From an optimization exercise on the open Yosys and OpenROAD flow, aimed at small area and a short achievable clock period; shortcuts taken in it are not production practice. Function was not checked in any run shown here: the RTL went through the layout flow alone. No activity file was given, so power comes from the tool's default toggle rates.

File: flow/config.mk
export PLATFORM = sky130hd
export DESIGN_NAME = arbiter_rr
export DESIGN_NICKNAME = arbiter_rr
export VERILOG_FILES = /design/flow/design.v
export SDC_FILE = /design/flow/constraint.sdc
export NUM_CORES = 4
export LEC_CHECK = 0
export CAP_MARGIN = 20
export CORE_MARGIN = 2
export CORE_UTILIZATION = 40
export CTS_BUF_LIST = sky130_fd_sc_hd__clkbuf_2
export SETUP_SLACK_MARGIN = 0.3
export SLEW_MARGIN = 20
export SYNTH_HIERARCHICAL = 1
export SYNTH_MINIMUM_KEEP_SIZE = 0
File: flow/constraint.sdc
create_clock -name core_clock -period 6.5 [get_ports {clk}]
set_input_delay 1.3000 -clock core_clock [delete_from_list [all_inputs] [get_ports {clk}]]
set_output_delay 1.3000 -clock core_clock [all_outputs]
set_load 0.01 [all_outputs]
File: flow/design.v
module arb_a21o (input a1, a2, b1, output y);
    assign y = a1 & a2 | b1;
endmodule
module arb_a21oi (input a1, a2, b1, output y);
    assign y = ~(a1 & a2 | b1);
endmodule
module arb_a22oi (input a1, a2, b1, b2, output y);
    assign y = ~(a1 & a2 | b1 & b2);
endmodule
module arb_a32o (input a1, a2, a3, b1, b2, output y);
    assign y = a1 & a2 & a3 | b1 & b2;
endmodule
module arb_a41oi (input a1, a2, a3, a4, b1, output y);
    assign y = ~(a1 & a2 & a3 & a4 | b1);
endmodule
module arb_and2 (input a, b, output y);
    assign y = a & b;
endmodule
module arb_and3 (input a, b, c, output y);
    assign y = a & b & c;
endmodule
module arb_and3b (input an, b, c, output y);
    assign y = ~an & b & c;
endmodule
module arb_and4 (input a, b, c, d, output y);
    assign y = a & b & c & d;
endmodule
module arb_and4b (input an, b, c, d, output y);
    assign y = ~an & b & c & d;
endmodule
module arb_inv (input a, output y);
    assign y = ~a;
endmodule
module arb_nand2 (input a, b, output y);
    assign y = ~(a & b);
endmodule
module arb_nand2b (input an, b, output y);
    assign y = ~(~an & b);
endmodule
module arb_nand3 (input a, b, c, output y);
    assign y = ~(a & b & c);
endmodule
module arb_nand4 (input a, b, c, d, output y);
    assign y = ~(a & b & c & d);
endmodule
module arb_nand4b (input an, b, c, d, output y);
    assign y = ~(~an & b & c & d);
endmodule
module arb_nor2 (input a, b, output y);
    assign y = ~(a | b);
endmodule
module arb_nor2b (input a, bn, output y);
    assign y = ~a & bn;
endmodule
module arb_nor3 (input a, b, c, output y);
    assign y = ~(a | b | c);
endmodule
module arb_nor4 (input a, b, c, d, output y);
    assign y = ~(a | b | c | d);
endmodule
module arb_o21a (input a1, a2, b1, output y);
    assign y = (a1 | a2) & b1;
endmodule
module arb_o21ai (input a1, a2, b1, output y);
    assign y = ~((a1 | a2) & b1);
endmodule
module arbiter_rr #(
    parameter WIDTH = 64
)(
    input               clk,
    input               rst,
    input   [WIDTH-1:0] req,
    output  [WIDTH-1:0] grant
);
    reg  [5:0] nk;
    wire [5:0] nkn;
    wire a0;
    wire a1;
    wire a2;
    wire a3;
    wire a4;
    wire a5;
    wire a6;
    wire a7;
    wire anyr;
    wire cw1_a;
    wire cw1_b;
    wire cw2_a;
    wire cw2_b;
    wire cw3_a;
    wire cw3_b;
    wire cw4_a;
    wire cw4_b;
    wire cw5_a;
    wire cw5_b;
    wire cw6_a;
    wire cw6_b;
    wire cw7_a;
    wire cw7_b;
    wire eq0;
    wire eq1;
    wire eq2;
    wire eq3;
    wire eq4;
    wire eq5;
    wire eq6;
    wire eq7;
    wire gt2;
    wire gt3;
    wire gt5;
    wire gt6;
    wire gt7;
    wire h12;
    wire h34;
    wire h56;
    wire hap;
    wire kc2;
    wire kr0;
    wire kr1;
    wire kr2;
    wire le1;
    wire le2;
    wire le3;
    wire le5;
    wire le6;
    wire le7;
    wire m12;
    wire m34;
    wire m56;
    wire na03;
    wire na47;
    wire nag1;
    wire nag2;
    wire nag3;
    wire nag4;
    wire nag5;
    wire nag6;
    wire nag7;
    wire nanyg;
    wire nhap;
    wire nk1;
    wire nk2;
    wire nk3;
    wire nk4;
    wire nk5;
    wire nk6;
    wire nk7;
    wire npa1;
    wire npa2;
    wire npa3;
    wire npa4;
    wire npa5;
    wire npa6;
    wire npa7;
    wire npg3;
    wire npg4;
    wire npg5;
    wire npg6;
    wire npg7;
    wire nrw1;
    wire nrw2;
    wire nrw3;
    wire nrw4;
    wire nrw5;
    wire nrw6;
    wire nrw7;
    wire ntl1;
    wire ntl2;
    wire ntl3;
    wire ntl5;
    wire ntl6;
    wire ntl7;
    wire nwc0;
    wire nwc1;
    wire nwc2;
    wire nwr0;
    wire nwr1;
    wire nwr2;
    wire nz0;
    wire nz1;
    wire nz2;
    wire nz3;
    wire nz4;
    wire nz5;
    wire nz6;
    wire nz7;
    wire pa4;
    wire pa46;
    wire px1_0;
    wire px1_1;
    wire px1_2;
    wire px1_3;
    wire px2_0;
    wire px2_1;
    wire px2_2;
    wire px2_3;
    wire px3_0;
    wire px3_1;
    wire px3_2;
    wire px3_3;
    wire px4_0;
    wire px4_1;
    wire px4_2;
    wire px4_3;
    wire px5_0;
    wire px5_1;
    wire px5_2;
    wire px5_3;
    wire px6_0;
    wire px6_1;
    wire px6_2;
    wire px6_3;
    wire px7_0;
    wire px7_1;
    wire px7_2;
    wire px7_3;
    wire r0_n23;
    wire r0_n45;
    wire r0_n67;
    wire r0_nl1;
    wire r0_nl2;
    wire r0_nl3;
    wire r0_nl4;
    wire r0_nl5;
    wire r0_nl6;
    wire r0_nl7;
    wire r0_o4;
    wire r1_n23;
    wire r1_n45;
    wire r1_n67;
    wire r1_nl1;
    wire r1_nl2;
    wire r1_nl3;
    wire r1_nl4;
    wire r1_nl5;
    wire r1_nl6;
    wire r1_nl7;
    wire r1_o4;
    wire r2_n23;
    wire r2_n45;
    wire r2_n67;
    wire r2_nl1;
    wire r2_nl2;
    wire r2_nl3;
    wire r2_nl4;
    wire r2_nl5;
    wire r2_nl6;
    wire r2_nl7;
    wire r2_o4;
    wire r3_n23;
    wire r3_n45;
    wire r3_n67;
    wire r3_nl1;
    wire r3_nl2;
    wire r3_nl3;
    wire r3_nl4;
    wire r3_nl5;
    wire r3_nl6;
    wire r3_nl7;
    wire r3_o4;
    wire r4_n23;
    wire r4_n45;
    wire r4_n67;
    wire r4_nl1;
    wire r4_nl2;
    wire r4_nl3;
    wire r4_nl4;
    wire r4_nl5;
    wire r4_nl6;
    wire r4_nl7;
    wire r4_o4;
    wire r5_n23;
    wire r5_n45;
    wire r5_n67;
    wire r5_nl1;
    wire r5_nl2;
    wire r5_nl3;
    wire r5_nl4;
    wire r5_nl5;
    wire r5_nl6;
    wire r5_nl7;
    wire r5_o4;
    wire r6_n23;
    wire r6_n45;
    wire r6_n67;
    wire r6_nl1;
    wire r6_nl2;
    wire r6_nl3;
    wire r6_nl4;
    wire r6_nl5;
    wire r6_nl6;
    wire r6_nl7;
    wire r6_o4;
    wire r7_n23;
    wire r7_n45;
    wire r7_n67;
    wire r7_nl1;
    wire r7_nl2;
    wire r7_nl3;
    wire r7_nl4;
    wire r7_nl5;
    wire r7_nl6;
    wire r7_nl7;
    wire r7_o4;
    wire rh1;
    wire rh2;
    wire rh3;
    wire rh4;
    wire rh5;
    wire rh6;
    wire rh7;
    wire s12;
    wire s123;
    wire s1234;
    wire s34;
    wire s45;
    wire s456;
    wire s567;
    wire sp2;
    wire sp3;
    wire sp4;
    wire sp5;
    wire sp6;
    wire sp7;
    wire t23;
    wire t45;
    wire wc0_a;
    wire wc0_b;
    wire wc1_a;
    wire wc1_b;
    wire wc2_a;
    wire wc2_b;
    arb_inv u1 (.a(nk[3]), .y(kr0));
    arb_inv u2 (.a(nk[4]), .y(kr1));
    arb_inv u3 (.a(nk[5]), .y(kr2));
    arb_inv u4 (.a(nk[2]), .y(kc2));
    arb_nor3 u5 (.a(kr2), .b(kr1), .c(kr0), .y(eq0));
    arb_nor3 u6 (.a(kr2), .b(kr1), .c(nk[3]), .y(eq1));
    arb_nor3 u7 (.a(kr2), .b(nk[4]), .c(kr0), .y(eq2));
    arb_nor3 u8 (.a(kr2), .b(nk[4]), .c(nk[3]), .y(eq3));
    arb_nor3 u9 (.a(nk[5]), .b(kr1), .c(kr0), .y(eq4));
    arb_nor3 u10 (.a(nk[5]), .b(kr1), .c(nk[3]), .y(eq5));
    arb_nor3 u11 (.a(nk[5]), .b(nk[4]), .c(kr0), .y(eq6));
    arb_nor3 u12 (.a(nk[5]), .b(nk[4]), .c(nk[3]), .y(eq7));
    arb_nor2 u13 (.a(kr2), .b(kr1), .y(gt2));
    arb_a21oi u14 (.a1(kr1), .a2(kr0), .b1(kr2), .y(gt3));
    arb_o21ai u15 (.a1(kr1), .a2(kr0), .b1(kr2), .y(gt5));
    arb_nand2 u16 (.a(kr2), .b(kr1), .y(gt6));
    arb_nand3 u17 (.a(kr2), .b(kr1), .c(kr0), .y(gt7));
    arb_nand3 u18 (.a(nk[5]), .b(nk[4]), .c(nk[3]), .y(le1));
    arb_nand2 u19 (.a(nk[5]), .b(nk[4]), .y(le2));
    arb_o21ai u20 (.a1(nk[4]), .a2(nk[3]), .b1(nk[5]), .y(le3));
    arb_a21oi u21 (.a1(nk[4]), .a2(nk[3]), .b1(nk[5]), .y(le5));
    arb_nor2 u22 (.a(nk[5]), .b(nk[4]), .y(le6));
    arb_nor3 u23 (.a(nk[5]), .b(nk[4]), .c(nk[3]), .y(le7));
    arb_nand3 u24 (.a(nk[2]), .b(nk[1]), .c(nk[0]), .y(ntl1));
    arb_nand2 u25 (.a(nk[2]), .b(nk[1]), .y(ntl2));
    arb_o21ai u26 (.a1(nk[1]), .a2(nk[0]), .b1(nk[2]), .y(ntl3));
    arb_a21oi u27 (.a1(nk[1]), .a2(nk[0]), .b1(nk[2]), .y(ntl5));
    arb_nor2 u28 (.a(nk[2]), .b(nk[1]), .y(ntl6));
    arb_nor3 u29 (.a(nk[2]), .b(nk[1]), .c(nk[0]), .y(ntl7));
    arb_inv u30 (.a(req[0]), .y(r0_nl1));
    arb_nor2 u31 (.a(req[0]), .b(req[1]), .y(r0_nl2));
    arb_nor3 u32 (.a(req[0]), .b(req[1]), .c(req[2]), .y(r0_nl3));
    arb_nor2 u33 (.a(req[2]), .b(req[3]), .y(r0_n23));
    arb_nand2 u34 (.a(r0_nl2), .b(r0_n23), .y(r0_o4));
    arb_inv u35 (.a(r0_o4), .y(r0_nl4));
    arb_nor2 u36 (.a(r0_o4), .b(req[4]), .y(r0_nl5));
    arb_nor3 u37 (.a(r0_o4), .b(req[4]), .c(req[5]), .y(r0_nl6));
    arb_nor4 u38 (.a(r0_o4), .b(req[4]), .c(req[5]), .d(req[6]), .y(r0_nl7));
    arb_nor2 u39 (.a(req[4]), .b(req[5]), .y(r0_n45));
    arb_nor2 u40 (.a(req[6]), .b(req[7]), .y(r0_n67));
    arb_nand4 u41 (.a(r0_nl2), .b(r0_n23), .c(r0_n45), .d(r0_n67), .y(a0));
    arb_inv u42 (.a(req[8]), .y(r1_nl1));
    arb_nor2 u43 (.a(req[8]), .b(req[9]), .y(r1_nl2));
    arb_nor3 u44 (.a(req[8]), .b(req[9]), .c(req[10]), .y(r1_nl3));
    arb_nor2 u45 (.a(req[10]), .b(req[11]), .y(r1_n23));
    arb_nand2 u46 (.a(r1_nl2), .b(r1_n23), .y(r1_o4));
    arb_inv u47 (.a(r1_o4), .y(r1_nl4));
    arb_nor2 u48 (.a(r1_o4), .b(req[12]), .y(r1_nl5));
    arb_nor3 u49 (.a(r1_o4), .b(req[12]), .c(req[13]), .y(r1_nl6));
    arb_nor4 u50 (.a(r1_o4), .b(req[12]), .c(req[13]), .d(req[14]), .y(r1_nl7));
    arb_nor2 u51 (.a(req[12]), .b(req[13]), .y(r1_n45));
    arb_nor2 u52 (.a(req[14]), .b(req[15]), .y(r1_n67));
    arb_nand4 u53 (.a(r1_nl2), .b(r1_n23), .c(r1_n45), .d(r1_n67), .y(a1));
    arb_inv u54 (.a(req[16]), .y(r2_nl1));
    arb_nor2 u55 (.a(req[16]), .b(req[17]), .y(r2_nl2));
    arb_nor3 u56 (.a(req[16]), .b(req[17]), .c(req[18]), .y(r2_nl3));
    arb_nor2 u57 (.a(req[18]), .b(req[19]), .y(r2_n23));
    arb_nand2 u58 (.a(r2_nl2), .b(r2_n23), .y(r2_o4));
    arb_inv u59 (.a(r2_o4), .y(r2_nl4));
    arb_nor2 u60 (.a(r2_o4), .b(req[20]), .y(r2_nl5));
    arb_nor3 u61 (.a(r2_o4), .b(req[20]), .c(req[21]), .y(r2_nl6));
    arb_nor4 u62 (.a(r2_o4), .b(req[20]), .c(req[21]), .d(req[22]), .y(r2_nl7));
    arb_nor2 u63 (.a(req[20]), .b(req[21]), .y(r2_n45));
    arb_nor2 u64 (.a(req[22]), .b(req[23]), .y(r2_n67));
    arb_nand4 u65 (.a(r2_nl2), .b(r2_n23), .c(r2_n45), .d(r2_n67), .y(a2));
    arb_inv u66 (.a(req[24]), .y(r3_nl1));
    arb_nor2 u67 (.a(req[24]), .b(req[25]), .y(r3_nl2));
    arb_nor3 u68 (.a(req[24]), .b(req[25]), .c(req[26]), .y(r3_nl3));
    arb_nor2 u69 (.a(req[26]), .b(req[27]), .y(r3_n23));
    arb_nand2 u70 (.a(r3_nl2), .b(r3_n23), .y(r3_o4));
    arb_inv u71 (.a(r3_o4), .y(r3_nl4));
    arb_nor2 u72 (.a(r3_o4), .b(req[28]), .y(r3_nl5));
    arb_nor3 u73 (.a(r3_o4), .b(req[28]), .c(req[29]), .y(r3_nl6));
    arb_nor4 u74 (.a(r3_o4), .b(req[28]), .c(req[29]), .d(req[30]), .y(r3_nl7));
    arb_nor2 u75 (.a(req[28]), .b(req[29]), .y(r3_n45));
    arb_nor2 u76 (.a(req[30]), .b(req[31]), .y(r3_n67));
    arb_nand4 u77 (.a(r3_nl2), .b(r3_n23), .c(r3_n45), .d(r3_n67), .y(a3));
    arb_inv u78 (.a(req[32]), .y(r4_nl1));
    arb_nor2 u79 (.a(req[32]), .b(req[33]), .y(r4_nl2));
    arb_nor3 u80 (.a(req[32]), .b(req[33]), .c(req[34]), .y(r4_nl3));
    arb_nor2 u81 (.a(req[34]), .b(req[35]), .y(r4_n23));
    arb_nand2 u82 (.a(r4_nl2), .b(r4_n23), .y(r4_o4));
    arb_inv u83 (.a(r4_o4), .y(r4_nl4));
    arb_nor2 u84 (.a(r4_o4), .b(req[36]), .y(r4_nl5));
    arb_nor3 u85 (.a(r4_o4), .b(req[36]), .c(req[37]), .y(r4_nl6));
    arb_nor4 u86 (.a(r4_o4), .b(req[36]), .c(req[37]), .d(req[38]), .y(r4_nl7));
    arb_nor2 u87 (.a(req[36]), .b(req[37]), .y(r4_n45));
    arb_nor2 u88 (.a(req[38]), .b(req[39]), .y(r4_n67));
    arb_nand4 u89 (.a(r4_nl2), .b(r4_n23), .c(r4_n45), .d(r4_n67), .y(a4));
    arb_inv u90 (.a(req[40]), .y(r5_nl1));
    arb_nor2 u91 (.a(req[40]), .b(req[41]), .y(r5_nl2));
    arb_nor3 u92 (.a(req[40]), .b(req[41]), .c(req[42]), .y(r5_nl3));
    arb_nor2 u93 (.a(req[42]), .b(req[43]), .y(r5_n23));
    arb_nand2 u94 (.a(r5_nl2), .b(r5_n23), .y(r5_o4));
    arb_inv u95 (.a(r5_o4), .y(r5_nl4));
    arb_nor2 u96 (.a(r5_o4), .b(req[44]), .y(r5_nl5));
    arb_nor3 u97 (.a(r5_o4), .b(req[44]), .c(req[45]), .y(r5_nl6));
    arb_nor4 u98 (.a(r5_o4), .b(req[44]), .c(req[45]), .d(req[46]), .y(r5_nl7));
    arb_nor2 u99 (.a(req[44]), .b(req[45]), .y(r5_n45));
    arb_nor2 u100 (.a(req[46]), .b(req[47]), .y(r5_n67));
    arb_nand4 u101 (.a(r5_nl2), .b(r5_n23), .c(r5_n45), .d(r5_n67), .y(a5));
    arb_inv u102 (.a(req[48]), .y(r6_nl1));
    arb_nor2 u103 (.a(req[48]), .b(req[49]), .y(r6_nl2));
    arb_nor3 u104 (.a(req[48]), .b(req[49]), .c(req[50]), .y(r6_nl3));
    arb_nor2 u105 (.a(req[50]), .b(req[51]), .y(r6_n23));
    arb_nand2 u106 (.a(r6_nl2), .b(r6_n23), .y(r6_o4));
    arb_inv u107 (.a(r6_o4), .y(r6_nl4));
    arb_nor2 u108 (.a(r6_o4), .b(req[52]), .y(r6_nl5));
    arb_nor3 u109 (.a(r6_o4), .b(req[52]), .c(req[53]), .y(r6_nl6));
    arb_nor4 u110 (.a(r6_o4), .b(req[52]), .c(req[53]), .d(req[54]), .y(r6_nl7));
    arb_nor2 u111 (.a(req[52]), .b(req[53]), .y(r6_n45));
    arb_nor2 u112 (.a(req[54]), .b(req[55]), .y(r6_n67));
    arb_nand4 u113 (.a(r6_nl2), .b(r6_n23), .c(r6_n45), .d(r6_n67), .y(a6));
    arb_inv u114 (.a(req[56]), .y(r7_nl1));
    arb_nor2 u115 (.a(req[56]), .b(req[57]), .y(r7_nl2));
    arb_nor3 u116 (.a(req[56]), .b(req[57]), .c(req[58]), .y(r7_nl3));
    arb_nor2 u117 (.a(req[58]), .b(req[59]), .y(r7_n23));
    arb_nand2 u118 (.a(r7_nl2), .b(r7_n23), .y(r7_o4));
    arb_inv u119 (.a(r7_o4), .y(r7_nl4));
    arb_nor2 u120 (.a(r7_o4), .b(req[60]), .y(r7_nl5));
    arb_nor3 u121 (.a(r7_o4), .b(req[60]), .c(req[61]), .y(r7_nl6));
    arb_nor4 u122 (.a(r7_o4), .b(req[60]), .c(req[61]), .d(req[62]), .y(r7_nl7));
    arb_nor2 u123 (.a(req[60]), .b(req[61]), .y(r7_n45));
    arb_nor2 u124 (.a(req[62]), .b(req[63]), .y(r7_n67));
    arb_nand4 u125 (.a(r7_nl2), .b(r7_n23), .c(r7_n45), .d(r7_n67), .y(a7));
    arb_a22oi u126 (.a1(eq0), .a2(req[1]), .b1(eq1), .b2(req[9]), .y(px1_0));
    arb_a22oi u127 (.a1(eq2), .a2(req[17]), .b1(eq3), .b2(req[25]), .y(px1_1));
    arb_a22oi u128 (.a1(eq4), .a2(req[33]), .b1(eq5), .b2(req[41]), .y(px1_2));
    arb_a22oi u129 (.a1(eq6), .a2(req[49]), .b1(eq7), .b2(req[57]), .y(px1_3));
    arb_a41oi u130 (.a1(px1_0), .a2(px1_1), .a3(px1_2), .a4(px1_3), .b1(ntl1), .y(rh1));
    arb_a22oi u131 (.a1(eq0), .a2(req[2]), .b1(eq1), .b2(req[10]), .y(px2_0));
    arb_a22oi u132 (.a1(eq2), .a2(req[18]), .b1(eq3), .b2(req[26]), .y(px2_1));
    arb_a22oi u133 (.a1(eq4), .a2(req[34]), .b1(eq5), .b2(req[42]), .y(px2_2));
    arb_a22oi u134 (.a1(eq6), .a2(req[50]), .b1(eq7), .b2(req[58]), .y(px2_3));
    arb_a41oi u135 (.a1(px2_0), .a2(px2_1), .a3(px2_2), .a4(px2_3), .b1(ntl2), .y(rh2));
    arb_a22oi u136 (.a1(eq0), .a2(req[3]), .b1(eq1), .b2(req[11]), .y(px3_0));
    arb_a22oi u137 (.a1(eq2), .a2(req[19]), .b1(eq3), .b2(req[27]), .y(px3_1));
    arb_a22oi u138 (.a1(eq4), .a2(req[35]), .b1(eq5), .b2(req[43]), .y(px3_2));
    arb_a22oi u139 (.a1(eq6), .a2(req[51]), .b1(eq7), .b2(req[59]), .y(px3_3));
    arb_a41oi u140 (.a1(px3_0), .a2(px3_1), .a3(px3_2), .a4(px3_3), .b1(ntl3), .y(rh3));
    arb_a22oi u141 (.a1(eq0), .a2(req[4]), .b1(eq1), .b2(req[12]), .y(px4_0));
    arb_a22oi u142 (.a1(eq2), .a2(req[20]), .b1(eq3), .b2(req[28]), .y(px4_1));
    arb_a22oi u143 (.a1(eq4), .a2(req[36]), .b1(eq5), .b2(req[44]), .y(px4_2));
    arb_a22oi u144 (.a1(eq6), .a2(req[52]), .b1(eq7), .b2(req[60]), .y(px4_3));
    arb_a41oi u145 (.a1(px4_0), .a2(px4_1), .a3(px4_2), .a4(px4_3), .b1(kc2), .y(rh4));
    arb_a22oi u146 (.a1(eq0), .a2(req[5]), .b1(eq1), .b2(req[13]), .y(px5_0));
    arb_a22oi u147 (.a1(eq2), .a2(req[21]), .b1(eq3), .b2(req[29]), .y(px5_1));
    arb_a22oi u148 (.a1(eq4), .a2(req[37]), .b1(eq5), .b2(req[45]), .y(px5_2));
    arb_a22oi u149 (.a1(eq6), .a2(req[53]), .b1(eq7), .b2(req[61]), .y(px5_3));
    arb_a41oi u150 (.a1(px5_0), .a2(px5_1), .a3(px5_2), .a4(px5_3), .b1(ntl5), .y(rh5));
    arb_a22oi u151 (.a1(eq0), .a2(req[6]), .b1(eq1), .b2(req[14]), .y(px6_0));
    arb_a22oi u152 (.a1(eq2), .a2(req[22]), .b1(eq3), .b2(req[30]), .y(px6_1));
    arb_a22oi u153 (.a1(eq4), .a2(req[38]), .b1(eq5), .b2(req[46]), .y(px6_2));
    arb_a22oi u154 (.a1(eq6), .a2(req[54]), .b1(eq7), .b2(req[62]), .y(px6_3));
    arb_a41oi u155 (.a1(px6_0), .a2(px6_1), .a3(px6_2), .a4(px6_3), .b1(ntl6), .y(rh6));
    arb_a22oi u156 (.a1(eq0), .a2(req[7]), .b1(eq1), .b2(req[15]), .y(px7_0));
    arb_a22oi u157 (.a1(eq2), .a2(req[23]), .b1(eq3), .b2(req[31]), .y(px7_1));
    arb_a22oi u158 (.a1(eq4), .a2(req[39]), .b1(eq5), .b2(req[47]), .y(px7_2));
    arb_a22oi u159 (.a1(eq6), .a2(req[55]), .b1(eq7), .b2(req[63]), .y(px7_3));
    arb_a41oi u160 (.a1(px7_0), .a2(px7_1), .a3(px7_2), .a4(px7_3), .b1(ntl7), .y(rh7));
    arb_nor2 u161 (.a(rh1), .b(rh2), .y(m12));
    arb_nor2 u162 (.a(rh3), .b(rh4), .y(m34));
    arb_nor2 u163 (.a(rh5), .b(rh6), .y(m56));
    arb_nor2b u164 (.a(rh1), .bn(rh2), .y(sp2));
    arb_and2 u165 (.a(rh3), .b(m12), .y(sp3));
    arb_and3b u166 (.an(rh3), .b(rh4), .c(m12), .y(sp4));
    arb_and3 u167 (.a(rh5), .b(m12), .c(m34), .y(sp5));
    arb_and4b u168 (.an(rh5), .b(rh6), .c(m12), .d(m34), .y(sp6));
    arb_and4 u169 (.a(rh7), .b(m12), .c(m34), .d(m56), .y(sp7));
    arb_nand4b u170 (.an(rh7), .b(m12), .c(m34), .d(m56), .y(hap));
    arb_nor2 u171 (.a(rh1), .b(rh2), .y(h12));
    arb_nor2 u172 (.a(rh3), .b(rh4), .y(h34));
    arb_nor2 u173 (.a(rh5), .b(rh6), .y(h56));
    arb_and4b u174 (.an(rh7), .b(h12), .c(h34), .d(h56), .y(nhap));
    arb_nand2 u175 (.a(a1), .b(eq0), .y(nag1));
    arb_nand2 u176 (.a(a2), .b(gt2), .y(nag2));
    arb_nand2 u177 (.a(a3), .b(gt3), .y(nag3));
    arb_nand2 u178 (.a(a4), .b(nk[5]), .y(nag4));
    arb_nand2 u179 (.a(a5), .b(gt5), .y(nag5));
    arb_nand2 u180 (.a(a6), .b(gt6), .y(nag6));
    arb_nand2 u181 (.a(a7), .b(gt7), .y(nag7));
    arb_nand2 u182 (.a(nag1), .b(nag2), .y(s12));
    arb_nand3 u183 (.a(nag1), .b(nag2), .c(nag3), .y(s123));
    arb_nand2 u184 (.a(nag3), .b(nag4), .y(s34));
    arb_nand2 u185 (.a(nag4), .b(nag5), .y(s45));
    arb_nand3 u186 (.a(nag4), .b(nag5), .c(nag6), .y(s456));
    arb_nand4 u187 (.a(nag1), .b(nag2), .c(nag3), .d(nag4), .y(s1234));
    arb_nand3 u188 (.a(nag5), .b(nag6), .c(nag7), .y(s567));
    arb_inv u189 (.a(s12), .y(npg3));
    arb_inv u190 (.a(s123), .y(npg4));
    arb_nor2 u191 (.a(s12), .b(s34), .y(npg5));
    arb_nor2 u192 (.a(s123), .b(s45), .y(npg6));
    arb_nor2 u193 (.a(s123), .b(s456), .y(npg7));
    arb_nor2 u194 (.a(s1234), .b(s567), .y(nanyg));
    arb_inv u195 (.a(a0), .y(npa1));
    arb_nor2 u196 (.a(a0), .b(a1), .y(npa2));
    arb_nor3 u197 (.a(a0), .b(a1), .c(a2), .y(npa3));
    arb_nor2 u198 (.a(a2), .b(a3), .y(t23));
    arb_nand2 u199 (.a(npa2), .b(t23), .y(pa4));
    arb_inv u200 (.a(pa4), .y(npa4));
    arb_nor2 u201 (.a(pa4), .b(a4), .y(npa5));
    arb_nor2 u202 (.a(a4), .b(a5), .y(t45));
    arb_nor2b u203 (.a(pa4), .bn(t45), .y(npa6));
    arb_nand2b u204 (.an(a6), .b(t45), .y(pa46));
    arb_nor2 u205 (.a(pa4), .b(pa46), .y(npa7));
    arb_a21o u206 (.a1(nanyg), .a2(npa1), .b1(eq0), .y(nk1));
    arb_a32o u207 (.a1(le2), .a2(nanyg), .a3(npa2), .b1(gt2), .b2(nag1), .y(nk2));
    arb_a32o u208 (.a1(le3), .a2(nanyg), .a3(npa3), .b1(gt3), .b2(npg3), .y(nk3));
    arb_a32o u209 (.a1(kr2), .a2(nanyg), .a3(npa4), .b1(nk[5]), .b2(npg4), .y(nk4));
    arb_a32o u210 (.a1(le5), .a2(nanyg), .a3(npa5), .b1(gt5), .b2(npg5), .y(nk5));
    arb_a32o u211 (.a1(le6), .a2(nanyg), .a3(npa6), .b1(gt6), .b2(npg6), .y(nk6));
    arb_a32o u212 (.a1(le7), .a2(nanyg), .a3(npa7), .b1(gt7), .b2(npg7), .y(nk7));
    arb_and2 u213 (.a(nhap), .b(nanyg), .y(nz0));
    arb_and2 u214 (.a(nhap), .b(nk1), .y(nz1));
    arb_and2 u215 (.a(nhap), .b(nk2), .y(nz2));
    arb_and2 u216 (.a(nhap), .b(nk3), .y(nz3));
    arb_and2 u217 (.a(nhap), .b(nk4), .y(nz4));
    arb_and2 u218 (.a(nhap), .b(nk5), .y(nz5));
    arb_and2 u219 (.a(nhap), .b(nk6), .y(nz6));
    arb_and2 u220 (.a(nhap), .b(nk7), .y(nz7));
    arb_and2 u221 (.a(req[0]), .b(nz0), .y(grant[0]));
    arb_a32o u222 (.a1(req[1]), .a2(r0_nl1), .a3(nz0), .b1(eq0), .b2(rh1), .y(grant[1]));
    arb_a32o u223 (.a1(req[2]), .a2(r0_nl2), .a3(nz0), .b1(eq0), .b2(sp2), .y(grant[2]));
    arb_a32o u224 (.a1(req[3]), .a2(r0_nl3), .a3(nz0), .b1(eq0), .b2(sp3), .y(grant[3]));
    arb_a32o u225 (.a1(req[4]), .a2(r0_nl4), .a3(nz0), .b1(eq0), .b2(sp4), .y(grant[4]));
    arb_a32o u226 (.a1(req[5]), .a2(r0_nl5), .a3(nz0), .b1(eq0), .b2(sp5), .y(grant[5]));
    arb_a32o u227 (.a1(req[6]), .a2(r0_nl6), .a3(nz0), .b1(eq0), .b2(sp6), .y(grant[6]));
    arb_a32o u228 (.a1(req[7]), .a2(r0_nl7), .a3(nz0), .b1(eq0), .b2(sp7), .y(grant[7]));
    arb_and2 u229 (.a(req[8]), .b(nz1), .y(grant[8]));
    arb_a32o u230 (.a1(req[9]), .a2(r1_nl1), .a3(nz1), .b1(eq1), .b2(rh1), .y(grant[9]));
    arb_a32o u231 (.a1(req[10]), .a2(r1_nl2), .a3(nz1), .b1(eq1), .b2(sp2), .y(grant[10]));
    arb_a32o u232 (.a1(req[11]), .a2(r1_nl3), .a3(nz1), .b1(eq1), .b2(sp3), .y(grant[11]));
    arb_a32o u233 (.a1(req[12]), .a2(r1_nl4), .a3(nz1), .b1(eq1), .b2(sp4), .y(grant[12]));
    arb_a32o u234 (.a1(req[13]), .a2(r1_nl5), .a3(nz1), .b1(eq1), .b2(sp5), .y(grant[13]));
    arb_a32o u235 (.a1(req[14]), .a2(r1_nl6), .a3(nz1), .b1(eq1), .b2(sp6), .y(grant[14]));
    arb_a32o u236 (.a1(req[15]), .a2(r1_nl7), .a3(nz1), .b1(eq1), .b2(sp7), .y(grant[15]));
    arb_and2 u237 (.a(req[16]), .b(nz2), .y(grant[16]));
    arb_a32o u238 (.a1(req[17]), .a2(r2_nl1), .a3(nz2), .b1(eq2), .b2(rh1), .y(grant[17]));
    arb_a32o u239 (.a1(req[18]), .a2(r2_nl2), .a3(nz2), .b1(eq2), .b2(sp2), .y(grant[18]));
    arb_a32o u240 (.a1(req[19]), .a2(r2_nl3), .a3(nz2), .b1(eq2), .b2(sp3), .y(grant[19]));
    arb_a32o u241 (.a1(req[20]), .a2(r2_nl4), .a3(nz2), .b1(eq2), .b2(sp4), .y(grant[20]));
    arb_a32o u242 (.a1(req[21]), .a2(r2_nl5), .a3(nz2), .b1(eq2), .b2(sp5), .y(grant[21]));
    arb_a32o u243 (.a1(req[22]), .a2(r2_nl6), .a3(nz2), .b1(eq2), .b2(sp6), .y(grant[22]));
    arb_a32o u244 (.a1(req[23]), .a2(r2_nl7), .a3(nz2), .b1(eq2), .b2(sp7), .y(grant[23]));
    arb_and2 u245 (.a(req[24]), .b(nz3), .y(grant[24]));
    arb_a32o u246 (.a1(req[25]), .a2(r3_nl1), .a3(nz3), .b1(eq3), .b2(rh1), .y(grant[25]));
    arb_a32o u247 (.a1(req[26]), .a2(r3_nl2), .a3(nz3), .b1(eq3), .b2(sp2), .y(grant[26]));
    arb_a32o u248 (.a1(req[27]), .a2(r3_nl3), .a3(nz3), .b1(eq3), .b2(sp3), .y(grant[27]));
    arb_a32o u249 (.a1(req[28]), .a2(r3_nl4), .a3(nz3), .b1(eq3), .b2(sp4), .y(grant[28]));
    arb_a32o u250 (.a1(req[29]), .a2(r3_nl5), .a3(nz3), .b1(eq3), .b2(sp5), .y(grant[29]));
    arb_a32o u251 (.a1(req[30]), .a2(r3_nl6), .a3(nz3), .b1(eq3), .b2(sp6), .y(grant[30]));
    arb_a32o u252 (.a1(req[31]), .a2(r3_nl7), .a3(nz3), .b1(eq3), .b2(sp7), .y(grant[31]));
    arb_and2 u253 (.a(req[32]), .b(nz4), .y(grant[32]));
    arb_a32o u254 (.a1(req[33]), .a2(r4_nl1), .a3(nz4), .b1(eq4), .b2(rh1), .y(grant[33]));
    arb_a32o u255 (.a1(req[34]), .a2(r4_nl2), .a3(nz4), .b1(eq4), .b2(sp2), .y(grant[34]));
    arb_a32o u256 (.a1(req[35]), .a2(r4_nl3), .a3(nz4), .b1(eq4), .b2(sp3), .y(grant[35]));
    arb_a32o u257 (.a1(req[36]), .a2(r4_nl4), .a3(nz4), .b1(eq4), .b2(sp4), .y(grant[36]));
    arb_a32o u258 (.a1(req[37]), .a2(r4_nl5), .a3(nz4), .b1(eq4), .b2(sp5), .y(grant[37]));
    arb_a32o u259 (.a1(req[38]), .a2(r4_nl6), .a3(nz4), .b1(eq4), .b2(sp6), .y(grant[38]));
    arb_a32o u260 (.a1(req[39]), .a2(r4_nl7), .a3(nz4), .b1(eq4), .b2(sp7), .y(grant[39]));
    arb_and2 u261 (.a(req[40]), .b(nz5), .y(grant[40]));
    arb_a32o u262 (.a1(req[41]), .a2(r5_nl1), .a3(nz5), .b1(eq5), .b2(rh1), .y(grant[41]));
    arb_a32o u263 (.a1(req[42]), .a2(r5_nl2), .a3(nz5), .b1(eq5), .b2(sp2), .y(grant[42]));
    arb_a32o u264 (.a1(req[43]), .a2(r5_nl3), .a3(nz5), .b1(eq5), .b2(sp3), .y(grant[43]));
    arb_a32o u265 (.a1(req[44]), .a2(r5_nl4), .a3(nz5), .b1(eq5), .b2(sp4), .y(grant[44]));
    arb_a32o u266 (.a1(req[45]), .a2(r5_nl5), .a3(nz5), .b1(eq5), .b2(sp5), .y(grant[45]));
    arb_a32o u267 (.a1(req[46]), .a2(r5_nl6), .a3(nz5), .b1(eq5), .b2(sp6), .y(grant[46]));
    arb_a32o u268 (.a1(req[47]), .a2(r5_nl7), .a3(nz5), .b1(eq5), .b2(sp7), .y(grant[47]));
    arb_and2 u269 (.a(req[48]), .b(nz6), .y(grant[48]));
    arb_a32o u270 (.a1(req[49]), .a2(r6_nl1), .a3(nz6), .b1(eq6), .b2(rh1), .y(grant[49]));
    arb_a32o u271 (.a1(req[50]), .a2(r6_nl2), .a3(nz6), .b1(eq6), .b2(sp2), .y(grant[50]));
    arb_a32o u272 (.a1(req[51]), .a2(r6_nl3), .a3(nz6), .b1(eq6), .b2(sp3), .y(grant[51]));
    arb_a32o u273 (.a1(req[52]), .a2(r6_nl4), .a3(nz6), .b1(eq6), .b2(sp4), .y(grant[52]));
    arb_a32o u274 (.a1(req[53]), .a2(r6_nl5), .a3(nz6), .b1(eq6), .b2(sp5), .y(grant[53]));
    arb_a32o u275 (.a1(req[54]), .a2(r6_nl6), .a3(nz6), .b1(eq6), .b2(sp6), .y(grant[54]));
    arb_a32o u276 (.a1(req[55]), .a2(r6_nl7), .a3(nz6), .b1(eq6), .b2(sp7), .y(grant[55]));
    arb_and2 u277 (.a(req[56]), .b(nz7), .y(grant[56]));
    arb_a32o u278 (.a1(req[57]), .a2(r7_nl1), .a3(nz7), .b1(eq7), .b2(rh1), .y(grant[57]));
    arb_a32o u279 (.a1(req[58]), .a2(r7_nl2), .a3(nz7), .b1(eq7), .b2(sp2), .y(grant[58]));
    arb_a32o u280 (.a1(req[59]), .a2(r7_nl3), .a3(nz7), .b1(eq7), .b2(sp3), .y(grant[59]));
    arb_a32o u281 (.a1(req[60]), .a2(r7_nl4), .a3(nz7), .b1(eq7), .b2(sp4), .y(grant[60]));
    arb_a32o u282 (.a1(req[61]), .a2(r7_nl5), .a3(nz7), .b1(eq7), .b2(sp5), .y(grant[61]));
    arb_a32o u283 (.a1(req[62]), .a2(r7_nl6), .a3(nz7), .b1(eq7), .b2(sp6), .y(grant[62]));
    arb_a32o u284 (.a1(req[63]), .a2(r7_nl7), .a3(nz7), .b1(eq7), .b2(sp7), .y(grant[63]));
    arb_a22oi u285 (.a1(a1), .a2(nz1), .b1(eq1), .b2(hap), .y(nrw1));
    arb_a22oi u286 (.a1(a2), .a2(nz2), .b1(eq2), .b2(hap), .y(nrw2));
    arb_a22oi u287 (.a1(a3), .a2(nz3), .b1(eq3), .b2(hap), .y(nrw3));
    arb_a22oi u288 (.a1(a4), .a2(nz4), .b1(eq4), .b2(hap), .y(nrw4));
    arb_a22oi u289 (.a1(a5), .a2(nz5), .b1(eq5), .b2(hap), .y(nrw5));
    arb_a22oi u290 (.a1(a6), .a2(nz6), .b1(eq6), .b2(hap), .y(nrw6));
    arb_a22oi u291 (.a1(a7), .a2(nz7), .b1(eq7), .b2(hap), .y(nrw7));
    arb_and4 u292 (.a(nrw1), .b(nrw3), .c(nrw5), .d(nrw7), .y(nwr0));
    arb_and4 u293 (.a(nrw2), .b(nrw3), .c(nrw6), .d(nrw7), .y(nwr1));
    arb_and4 u294 (.a(nrw4), .b(nrw5), .c(nrw6), .d(nrw7), .y(nwr2));
    arb_nor4 u295 (.a(grant[1]), .b(grant[9]), .c(grant[17]), .d(grant[25]), .y(cw1_a));
    arb_nor4 u296 (.a(grant[33]), .b(grant[41]), .c(grant[49]), .d(grant[57]), .y(cw1_b));
    arb_nor4 u297 (.a(grant[2]), .b(grant[10]), .c(grant[18]), .d(grant[26]), .y(cw2_a));
    arb_nor4 u298 (.a(grant[34]), .b(grant[42]), .c(grant[50]), .d(grant[58]), .y(cw2_b));
    arb_nor4 u299 (.a(grant[3]), .b(grant[11]), .c(grant[19]), .d(grant[27]), .y(cw3_a));
    arb_nor4 u300 (.a(grant[35]), .b(grant[43]), .c(grant[51]), .d(grant[59]), .y(cw3_b));
    arb_nor4 u301 (.a(grant[4]), .b(grant[12]), .c(grant[20]), .d(grant[28]), .y(cw4_a));
    arb_nor4 u302 (.a(grant[36]), .b(grant[44]), .c(grant[52]), .d(grant[60]), .y(cw4_b));
    arb_nor4 u303 (.a(grant[5]), .b(grant[13]), .c(grant[21]), .d(grant[29]), .y(cw5_a));
    arb_nor4 u304 (.a(grant[37]), .b(grant[45]), .c(grant[53]), .d(grant[61]), .y(cw5_b));
    arb_nor4 u305 (.a(grant[6]), .b(grant[14]), .c(grant[22]), .d(grant[30]), .y(cw6_a));
    arb_nor4 u306 (.a(grant[38]), .b(grant[46]), .c(grant[54]), .d(grant[62]), .y(cw6_b));
    arb_nor4 u307 (.a(grant[7]), .b(grant[15]), .c(grant[23]), .d(grant[31]), .y(cw7_a));
    arb_nor4 u308 (.a(grant[39]), .b(grant[47]), .c(grant[55]), .d(grant[63]), .y(cw7_b));
    arb_nand4 u309 (.a(cw1_a), .b(cw1_b), .c(cw3_a), .d(cw3_b), .y(wc0_a));
    arb_nand4 u310 (.a(cw5_a), .b(cw5_b), .c(cw7_a), .d(cw7_b), .y(wc0_b));
    arb_nor2 u311 (.a(wc0_a), .b(wc0_b), .y(nwc0));
    arb_nand4 u312 (.a(cw2_a), .b(cw2_b), .c(cw3_a), .d(cw3_b), .y(wc1_a));
    arb_nand4 u313 (.a(cw6_a), .b(cw6_b), .c(cw7_a), .d(cw7_b), .y(wc1_b));
    arb_nor2 u314 (.a(wc1_a), .b(wc1_b), .y(nwc1));
    arb_nand4 u315 (.a(cw4_a), .b(cw4_b), .c(cw5_a), .d(cw5_b), .y(wc2_a));
    arb_nand4 u316 (.a(cw6_a), .b(cw6_b), .c(cw7_a), .d(cw7_b), .y(wc2_b));
    arb_nor2 u317 (.a(wc2_a), .b(wc2_b), .y(nwc2));
    arb_nor4 u318 (.a(a0), .b(a1), .c(a2), .d(a3), .y(na03));
    arb_nor4 u319 (.a(a4), .b(a5), .c(a6), .d(a7), .y(na47));
    arb_nand2 u320 (.a(na03), .b(na47), .y(anyr));
    arb_o21a u321 (.a1(anyr), .a2(nk[0]), .b1(nwc0), .y(nkn[0]));
    arb_o21a u322 (.a1(anyr), .a2(nk[3]), .b1(nwr0), .y(nkn[3]));
    arb_o21a u323 (.a1(anyr), .a2(nk[1]), .b1(nwc1), .y(nkn[1]));
    arb_o21a u324 (.a1(anyr), .a2(nk[4]), .b1(nwr1), .y(nkn[4]));
    arb_o21a u325 (.a1(anyr), .a2(nk[2]), .b1(nwc2), .y(nkn[2]));
    arb_o21a u326 (.a1(anyr), .a2(nk[5]), .b1(nwr2), .y(nkn[5]));
    always @(posedge clk or negedge rst) begin
        if (!rst)
            nk <= 6'd0;
        else
            nk <= nkn;
    end
endmodule
File: flow/flow/run.sh
#!/bin/bash
# The standard layout, with three changes: the port buffers are the
# smallest buffer (buf_1) instead of the default; after floorplan every
# logic cell is set to its smallest drive strength (flow/downsize.tcl);
# after placement the cells on the critical paths are sized up again
# (flow/size.tcl).
set -euo pipefail
here=$(pwd)
export BUFFER_PORTS_ARGS="-buffer_cell sky130_fd_sc_hd__buf_1"
export POST_FLOORPLAN_TCL="$here/flow/downsize.tcl"
export POST_RESIZE_TCL="$here/flow/size.tcl"
bash standard.sh > "$here/flow_standard.log" 2>&1
File: flow/flow/downsize.tcl
# Hook run after floorplan: set every logic cell to its smallest drive
# strength where that is smaller. Synthesis maps each gate on its own and
# picks stronger cells than the loads need; flow/size.tcl then upsizes
# the cells that timing needs, once the cells are placed.
set db [ord::get_db]
set n 0
foreach inst [[ord::get_db_block] getInsts] {
  set master [$inst getMaster]
  set name [$master getName]
  if {[regexp {^(sky130_fd_sc_hd__[a-z0-9]+)_([0-9]+)$} $name -> base size] && $size > 1} {
    set small [$db findMaster ${base}_1]
    if {$small ne "NULL"
        && [$small getWidth] * [$small getHeight] < [$master getWidth] * [$master getHeight]} {
      $inst swapMaster $small
      incr n
    }
  }
}
puts "downsize: $n cells set to drive strength 1"
File: flow/flow/size.tcl
# Hook run after placement and its design repair: give the drivers of the
# high-fanout nets on the request-to-grant paths a stronger cell.
set ::db [ord::get_db]
set ::block [ord::get_db_block]
proc size_driver {net_name size} {
  set net [$::block findNet $net_name]
  if {$net eq "NULL"} { puts "size: no net $net_name"; return }
  foreach iterm [$net getITerms] {
    if {[$iterm isOutputSignal]} {
      set inst [$iterm getInst]
      set name [[$inst getMaster] getName]
      regexp {^(sky130_fd_sc_hd__[a-z0-9]+)_[0-9]+$} $name -> base
      set big [$::db findMaster ${base}_$size]
      if {$big ne "NULL"} {
        $inst swapMaster $big
        puts "size: $net_name driver [$inst getName] $name -> ${base}_$size"
      }
    }
  }
}
foreach g {0 1 2 3 4 5 6 7} {
  size_driver nz$g 4
  size_driver a$g 2
}
size_driver nhap 4
size_driver nanyg 4
size_driver rh1 2
foreach n {h12 h34 h56} { size_driver $n 2 }
File: flow/standard.sh
#!/bin/bash
# synth_recipe.tcl (not shown) runs the flow's synth.tcl, then flattens the netlist and writes it again
# the make line also repeats each setting of config.mk as NAME=value (left out here)
make -C /OpenROAD-flow-scripts/flow DESIGN_CONFIG=/design/flow/config.mk WORK_HOME=/design/flow/orfs CLKGATE_MAP_FILE= SYNTH_SCRIPT=/design/flow/synth_recipe.tcl "${@:-finish}"
==> results of run 1 <==
## Yosys stat by module (local to each module, per instance), excerpt
| module | times used | flip-flops and latches | cells | cell area (um2) |
|---|---|---|---|---|
| arb_a21o | 1 | 0 | 1 | 7.51 |
| arb_nor4 | 24 | 0 | 1 | 12.5 |
| arb_nand4 | 15 | 0 | 1 | 6.26 |
| arb_nor2b | 2 | 0 | 1 | 13.8 |
| arb_a21oi | 3 | 0 | 1 | 8.76 |
| arb_nand4b | 1 | 0 | 1 | 8.76 |
| arb_and3 | 1 | 0 | 1 | 6.26 |
| arb_o21ai | 3 | 0 | 1 | 5.00 |
| arb_and2 | 17 | 0 | 1 | 6.26 |
| arb_nor2 | 61 | 0 | 1 | 3.75 |
## stage by stage
stage	power (mW)	cells	util, %
after floorplan	0.694	331	-
after global placement	0.834	548	42.4
after detailed placement	0.873	548	43.9
after CTS	0.904	551	44.1
after global routing	0.995	551	44.1
final	0.926	551	44.1
## report_power, final
part	switching [mW]	internal, mW	total (mW)
registers	0.0449	0.0583	0.103
clock network	0.0136	0.0125	0.0261
logic	0.520	0.277	0.797
total	0.578	0.348	0.926
## logic make-up (layout without fill, tap and decap cells)
family                 Yosys count  in the layout  synth area share, %
flip-flops                       6              6                 5.50
buffers and inverters           24            164                 3.30
AND/OR/NAND/NOR                184            184                 44.8
AO/OA/AOI/OAI                  117            117                 46.4
## routing by layer
metal / track usage (%) / part of all wire, % / vias up
met5: 0 / 0 / -
met4: 4.26 / 1.1 / 0
met3: 3.62 / 12 / 16
met2: 46.8 / 45 / 292
met1: 40.7 / 42 / 1736
li1: - / - / 1684
## Yosys cell counts (all sizes together)
| master | number | area share (%) |
|---|---|---|
| nand4b | 1 | 0.32 |
| and3 | 1 | 0.23 |
| o21a | 6 | 1.6 |
| nor2 | 61 | 8.4 |
| nand4 | 15 | 3.4 |
| and2 | 17 | 3.9 |
| and3b | 1 | 0.32 |
| dfrtp | 6 | 5.5 |
| nand2 | 23 | 3.2 |
| o21ai | 3 | 0.55 |
| a21oi | 3 | 0.96 |
| a41oi | 7 | 4.2 |
| a22oi | 35 | 16 |
| nand3 | 5 | 0.92 |
| a21o | 1 | 0.28 |
| and4b | 2 | 0.73 |
| nand2b | 1 | 0.23 |
| and4 | 4 | 1.3 |
| inv | 24 | 3.3 |
| a32o | 62 | 23 |
| nor4 | 24 | 11 |
| nor3 | 27 | 9.9 |
| nor2b | 2 | 1.0 |
## critical path, delay by kind of cell
family	cells	cell delay, ns
AOI/OAI and AO/OA	3	0.97
buffers and inverters	2	0.30
and+or+nand+nor	2	0.89
## worst max-delay path by stage
stage | from | endpoint | slack, ns | cells past startpoint
after floorplan | nk[5] | grant[10] | 2.12 | 8
after global placement | req[1] | grant[10] | 1.49 | 8
after detailed placement | req[1] | grant[6] | 1.85 | 7
after CTS | req[1] | grant[6] | 1.83 | 7
after global routing | nk[5] | grant[6] | 1.59 | 9
final | req[1] | grant[6] | 1.73 | 7
## area by class of cell
cell class	instances	area, um2
fill	751	3730
multi-input combinational	301	2050
timing repair buffer	137	544
sequential	6	150
tap	80	100
inverter	24	90.1
clock buffer	3	15.0
==> results.yml, run 1 <==
layout:
  syn2layout_area_growth_pct: 7.93
  final_area_um2: 2950
  insertedDiodeCount: 0
  max_flop_register: "nk"
  largest_reg_flops: 6
  highest_count_cells_in_the_layout_ignoring_fill_and_taps: "sky130_fd_sc_hd__buf_1 (129), sky130_fd_sc_hd__a32o_1 (62), sky130_fd_sc_hd__nor2_1 (57)"
  largestRegisters: "nk (6)"
  number_of_nets_at_the_end_of_the_flow: 539
  layout_commonest_cell: "sky130_fd_sc_hd__buf_1"
  final_layout_size_suffix_gt1_share_pct: 7.01
placed_design:
  place.port_buffers: 129
  detailedPlacementHpwl_um: 9030
  detailedPlace.worstSlack_ns: 1.85
  post_dp_cell_area_um2: 2930
  final_weighted_congestion_in_routability_driven_placement: 0.947
timing:
  worstMarginPinSlew_ns: 0.796
  final.period_utilization_pct: 73.3
  slew_headroom_pct: 46.4
  setup_total_negative_slack_ns: 0
  hold_viol_final: 0
  fmax_mhz: 210
  finalWorstSetupSlack_ns: 1.73
  setup_repair_after_global_routing_missed_its_margin: "false"
  final_max_slew_viol_count: 0
  timing.clock.skew_ns: 0.000258
  worst_hold_slack_ns: 0.654
  minimum_period_implied_by_the_final_worst_setup_slack_ns: 4.77
  setup_viol: 0
yosys:
  distinct_cells_synth: 23
  syn-cell-area_um2: 2730
  ys_seq_area_share_pct: 5.50
  syn-num-nets: 397
  synth_warnings: 7
  postSynthCellCount: 331
  postSynthAreaPerCell_um2: 8.25
  post_synthesis_register_bit_count: 6
critical_path:
  timing.rr.start: "nk[5]"
  crit_path_frequent_cell: "sky130_fd_sc_hd__buf_1"
  worst-r2r-setup-slack_ns: 2.29
  cpPeakStageDelay_ns: 0.49
  setup_cp_type: "in -> out"
  worst_ep_arrival_time_ns: 3.47
  cp_data_required_time_ns: 5.20
  timing.critical_path.to_type: "primary output"
  critical_path_peak_fanout: 11
  cp_slowest_cell: "sky130_fd_sc_hd__and4b_1"
  critical_path.startpoint_type: "input pin"
  ff2ff_path_depth: 12
  worst_r2r_end: "nk[1]"
  timing.critical_path.cells: "buf_1, a22oi_1, a41oi_2, nor2_1, and4b_1, a32o_1, buf_1"
detailed_routing:
  drtAntennaViolNets: 0
  first_pass_drt_iterations: 6
  route.detailed.wl_per_inst_um: 20.3
  routed_wirelength_um: 11200
  post-route-drc-count: 0
  detailedRoute.firstIterationViolations: 357
  detailroute.via_count: 3728
  detail_route.vias_per_cell: 6.77
min_path:
  whs_path_depth: 1
  min_path_type: "reg -> reg"
  whs_endpoint: "nk[0]"
  worstHoldStart: "nk[0]"
clocking:
  cts-resized-gates: 0
  cts_hold_buf: 0
  cts.htree.levels: 1
  clock_latency_of_the_later_clocked_register_in_the_worst_skew_pair_ns: 0.22
  cts_tree: "yes"
  postCtsSetupBuffers: 0
  clkSinkCount: 6
  clockBufferDepth: 2
  cts-root-buf: "sky130_fd_sc_hd__clkbuf_2"
  cts_buffers: 3
  worst_setup_hold_path_clk_slew_ns: 0.06
floorplan:
  die_area_um2: 7500
  top_level_ports: 130
  core_area_um2: 6680
  rows: 30
  initial_core_util_pct: 40.9
  fp.dieW_um: 86.6
  chipHeight_um: 86.6
global_route:
  grt_start_max_net_pins: 17
  gr_ovfl_total: 0
  wire_length_of_the_first_global_routing_pass_um: 17300
  antenna_found_initial: 0
  grt_use_total_pct: 28.5
  first_global_vias: 3340
power_and_ir_drop:
  vdd_drop_max_uv: 173
  power.leakage_nw: 1.05
  pwr_density_cell_nw_per_um2: 314
outcome:
  outcome: "timing/DRC/antenna clean"
flow_run:
  cap_violations: 0
==> run 2: changes to the inputs <==
--- a/flow/config.mk
+++ b/flow/config.mk
@@ -7,7 +7,7 @@
 export LEC_CHECK = 0
 export CAP_MARGIN = 20
 export CORE_MARGIN = 2
-export CORE_UTILIZATION = 40
+export CORE_UTILIZATION = 70
 export CTS_BUF_LIST = sky130_fd_sc_hd__clkbuf_2
 export SETUP_SLACK_MARGIN = 0.3
 export SLEW_MARGIN = 20
==> run 2 against run 1 <==
Setup slack better by 0.038 ns. Utilization up 34 points. Global-route usage up 14 points. Die area down 41%. Sequential cell count unchanged. Wire length down 11%. Non-clock buffer count unchanged. Synthesized cell count unchanged. Clock skew up 0.0055 ns. Critical path type unchanged. Largest cell class unchanged. Largest power group unchanged. Highest routed layer unchanged.
==> results.yml, run 2 <==
outcome:
  outcome: "timing/DRC/antenna clean"
clocking:
  clockBufferDepth: 2
  cts_buffers: 3
  cts-root-buf: "sky130_fd_sc_hd__clkbuf_2"
  clkSinkCount: 6
  postCtsSetupBuffers: 0
  cts_hold_buf: 0
  clock_latency_of_the_later_clocked_register_in_the_worst_skew_pair_ns: 0.23
  cts-resized-gates: 0
  cts_tree: "yes"
  cts.htree.levels: 1
  worst_setup_hold_path_clk_slew_ns: 0.05
global_route:
  grt_use_total_pct: 42.1
  gr_ovfl_total: 0
  grt_start_max_net_pins: 17
  antenna_found_initial: 0
  first_global_vias: 3045
  wire_length_of_the_first_global_routing_pass_um: 14600
layout:
  max_flop_register: "nk"
  largest_reg_flops: 6
  syn2layout_area_growth_pct: 6.46
  layout_commonest_cell: "sky130_fd_sc_hd__buf_1"
  highest_count_cells_in_the_layout_ignoring_fill_and_taps: "sky130_fd_sc_hd__buf_1 (129), sky130_fd_sc_hd__a32o_1 (62), sky130_fd_sc_hd__nor2_1 (57)"
  largestRegisters: "nk (6)"
  finalCoreUtilization_pct: 78.2
  insertedDiodeCount: 0
  number_of_nets_at_the_end_of_the_flow: 539
  final_layout_size_suffix_gt1_share_pct: 7.01
yosys:
  syn-cell-area_um2: 2730
  ys_top_cells_by_area: "sky130_fd_sc_hd__a32o_1 (23%), sky130_fd_sc_hd__a22oi_2 (16%), sky130_fd_sc_hd__nor4_2 (11%), sky130_fd_sc_hd__nor3_2 (9.9%), sky130_fd_sc_hd__nor2_1 (8.4%)"
  syn-num-nets: 397
  synth.top_cells.by_count: "sky130_fd_sc_hd__a32o_1 (62), sky130_fd_sc_hd__nor2_1 (61), sky130_fd_sc_hd__a22oi_2 (35)"
  postSynthCellCount: 331
  number_of_flops_mapped_to_enable_cells_by_yosys: 0
  synth_warnings: 7
  post-synth-top-count-cell: "sky130_fd_sc_hd__a32o_1"
  ys_seq_area_share_pct: 5.50
  synth_async_sr_flop_share_pct: 100
  netlist.area_leader.share_pct: 22.7
  postSynthAreaPerCell_um2: 8.25
  synth_ff_type: "sky130_fd_sc_hd__dfrtp_1"
  post_synthesis_register_bit_count: 6
  distinct_cells_synth: 23
  synth_top_area_cell: "sky130_fd_sc_hd__a32o_1"
detailed_routing:
  routed_wirelength_um: 9990
  drtAntennaViolNets: 0
  met2_length_um: 4320
  detail_route.wirelength.met1_um: 3610
  route.met3.wl_um: 1700
  first_pass_drt_iterations: 8
  post-route-drc-count: 0
  detailroute.via_count: 3881
  detailedRoute.firstIterationViolations: 845
  maxUsedRoutingLayer: "met4"
  detail_route.vias_per_cell: 7.48
  route.detailed.wl_per_inst_um: 19.2
timing:
  final.period_utilization_pct: 72.7
  fmax_mhz: 212
  timing.clock.skew_ns: 0.00576
  setup_viol: 0
  final_max_slew_viol_count: 0
  hold_viol_final: 0
  slew_headroom_pct: 51.1
  setup_repair_after_global_routing_missed_its_margin: "false"
  worstMarginPinSlew_ns: 0.726
  finalWorstSetupSlack_ns: 1.77
  setup_total_negative_slack_ns: 0
  minimum_period_implied_by_the_final_worst_setup_slack_ns: 4.73
min_path:
  min_path_type: "reg -> reg"
  whs_path_depth: 1
critical_path:
  crit_path_frequent_cell: "sky130_fd_sc_hd__buf_1"
  cpPeakStageDelay_ns: 0.49
  setup_cp_type: "in -> out"
  cp_data_required_time_ns: 5.20
  ff2ff_path_depth: 12
  timing.critical_path.cells: "buf_1, a22oi_1, a41oi_2, nor2_1, and4_1, a32o_1, buf_1"
  timing.critical_path.to_type: "primary output"
  worst_ep_arrival_time_ns: 3.43
  cp_slowest_cell: "sky130_fd_sc_hd__and4_1"
  cp_top_family: "compound AO/OA/AOI/OAI gates"
  cp.buffers_inverters: 2
  crit_cells: 7
  critical_path_peak_fanout: 11
  critical_path.startpoint_type: "input pin"
  worst-r2r-setup-slack_ns: 2.32
floorplan:
  rows: 22
  initial_core_util_pct: 73.5
  top_level_ports: 130
  die_area_um2: 4420
  core_area_um2: 3720
  fp.dieW_um: 66.5
  chipHeight_um: 66.5
flow_run:
  cap_violations: 0
placed_design:
  detailedPlace.worstSlack_ns: 1.92
  place.port_buffers: 129
  final_weighted_congestion_in_routability_driven_placement: 1.03
  detailedPlacementHpwl_um: 7760
power_and_ir_drop:
  power.leakage_nw: 1.05
  fin_total_pwr_mw: 0.921
  pwr_density_cell_nw_per_um2: 317
  vdd_drop_max_uv: 264
==> run 2: cell counts in the layout (fill, tap and decap cells not counted) <==
No cell type changed its count.
==> run 2: path summary, 6_finish.rpt <==
| path | to | from |
|---|---|---|
| worst min register to register | nk[0] | nk[0] |
| max in group asynchronous | nk[2] | rst |
| worst max-delay path | grant[47] | req[17] |
| worst max register to register | nk[0] | nk[5] |
| min in group asynchronous | nk[4] | rst |
| worst min-delay path | nk[0] | nk[0] |
==> run 2: worst register-to-register path, stage by stage, from the launching register on <==
cell	delay [ns]
sky130_fd_sc_hd__dfrtp_1	0.57
sky130_fd_sc_hd__inv_1	0.26
sky130_fd_sc_hd__nor3_1	0.22
sky130_fd_sc_hd__buf_4	0.25
sky130_fd_sc_hd__a22oi_1	0.17
sky130_fd_sc_hd__a41oi_2	0.57
sky130_fd_sc_hd__nor2_1	0.21
sky130_fd_sc_hd__and4_1	0.33
sky130_fd_sc_hd__a32o_1	0.30
sky130_fd_sc_hd__nor4_1	0.61
sky130_fd_sc_hd__nand4_1	0.31
sky130_fd_sc_hd__nor2_1	0.19
sky130_fd_sc_hd__o21a_1	0.13
==> run 2: cells by family (layout without fill, tap and decap cells) <==
| family | count (synthesis) | after routing | synth area share [%] |
|---|---|---|---|
| compound gates | 117 | 117 | 46.4 |
| buf+inv | 24 | 164 | 3.30 |
| flops | 6 | 6 | 5.50 |
| simple gates | 184 | 184 | 44.8 |
==> run 2: final cells by class <==
class | instances | area (um2)
Clock buffer | 3 | 15.0
Fill cell | 310 | 810
Inverter | 24 | 90.1
Multi-Input combinational cell | 301 | 2050
Sequential cell | 6 | 150
Tap cell | 48 | 60.1
Timing Repair Buffer | 137 | 544
==> run 2: where the power goes <==
part	switching (mW)	internal, mW	total (mW)
combinational	0.517	0.277	0.794
sequential	0.0423	0.0584	0.101
clock	0.0138	0.0125	0.0263
==> run 2: metal layers <==
layer | GRT usage, % | vias up
li1 | - | 1689
met4 | 12.5 | 0
met5 | 0 | -
met3 | 8.95 | 68
met2 | 69.1 | 429
met1 | 55.1 | 1695
==> run 2: per-stage QoR <==
stage / std cells / area [um2] / hold WS (ns)
2_1_floorplan: 331 / 2730 / 0.563
3_5_place_dp: 516 / 2890 / 0.605
4_1_cts: 519 / 2910 / 0.617
3_3_place_gp: 516 / 2800 / 0.601
6_report: 519 / 2910 / 0.616
5_1_grt: 519 / 2910 / 0.642
==> run 2: per-module statistics from Yosys, one instance, submodules excluded, excerpt <==
module | area, um2 | times used | flip-flops and latches
arb_a22oi | 12.5 | 35 | 0
arb_a32o | 10.0 | 62 | 0
arb_and4b | 10.0 | 2 | 0
arb_nor4 | 12.5 | 24 | 0
arb_inv | 3.75 | 24 | 0
arb_nand2b | 6.26 | 1 | 0
arb_nor3 | 10.0 | 27 | 0
arb_nand4b | 8.76 | 1 | 0
arb_nor2b | 13.8 | 2 | 0
arb_nor2 | 3.75 | 61 | 0
arb_and3 | 6.26 | 1 | 0
arb_o21ai | 5.00 | 3 | 0
arb_a41oi | 16.3 | 7 | 0

==> what the ideal ports hide <==
The results above use ideal ports. As a check the final layouts listed here were re-extracted and re-timed, cells and wires unchanged. Step 1 (the two cells are an assumption about what drives the block):
set clk [get_ports {clk}]
set_driving_cell -lib_cell sky130_fd_sc_hd__clkbuf_16 $clk
set_driving_cell -lib_cell sky130_fd_sc_hd__buf_2 [delete_from_list [all_inputs] $clk]
Step 2 adds t to the input delays and takes it off the output delays; t is the mean of the earliest and latest rising clock arrival at the registers after step 1. Input paths then give back, and output paths get back, about the clock's delay inside the block. Three values: ideal ports, drivers, drivers and shift; two values: the first two.
| run | t, ns | setup slack, ns | hold WS [ns] | worst register clock-pin slew, ns |
|---|---|---|---|---|
| run 1 | 0.235 | 1.735 / 1.713 / 1.713 | 0.654 / 0.654 / 0.654 | 0.06 / 0.06 |
| run 2 | 0.252 | 1.773 / 1.753 / 1.753 | 0.616 / 0.616 / 0.616 | 0.06 / 0.06 |
After both steps setup and hold are still met in every run listed. For run 1, which loses most, drivers alone change the setup slack by -0.022 ns; drivers and shift together by -0.022 ns.
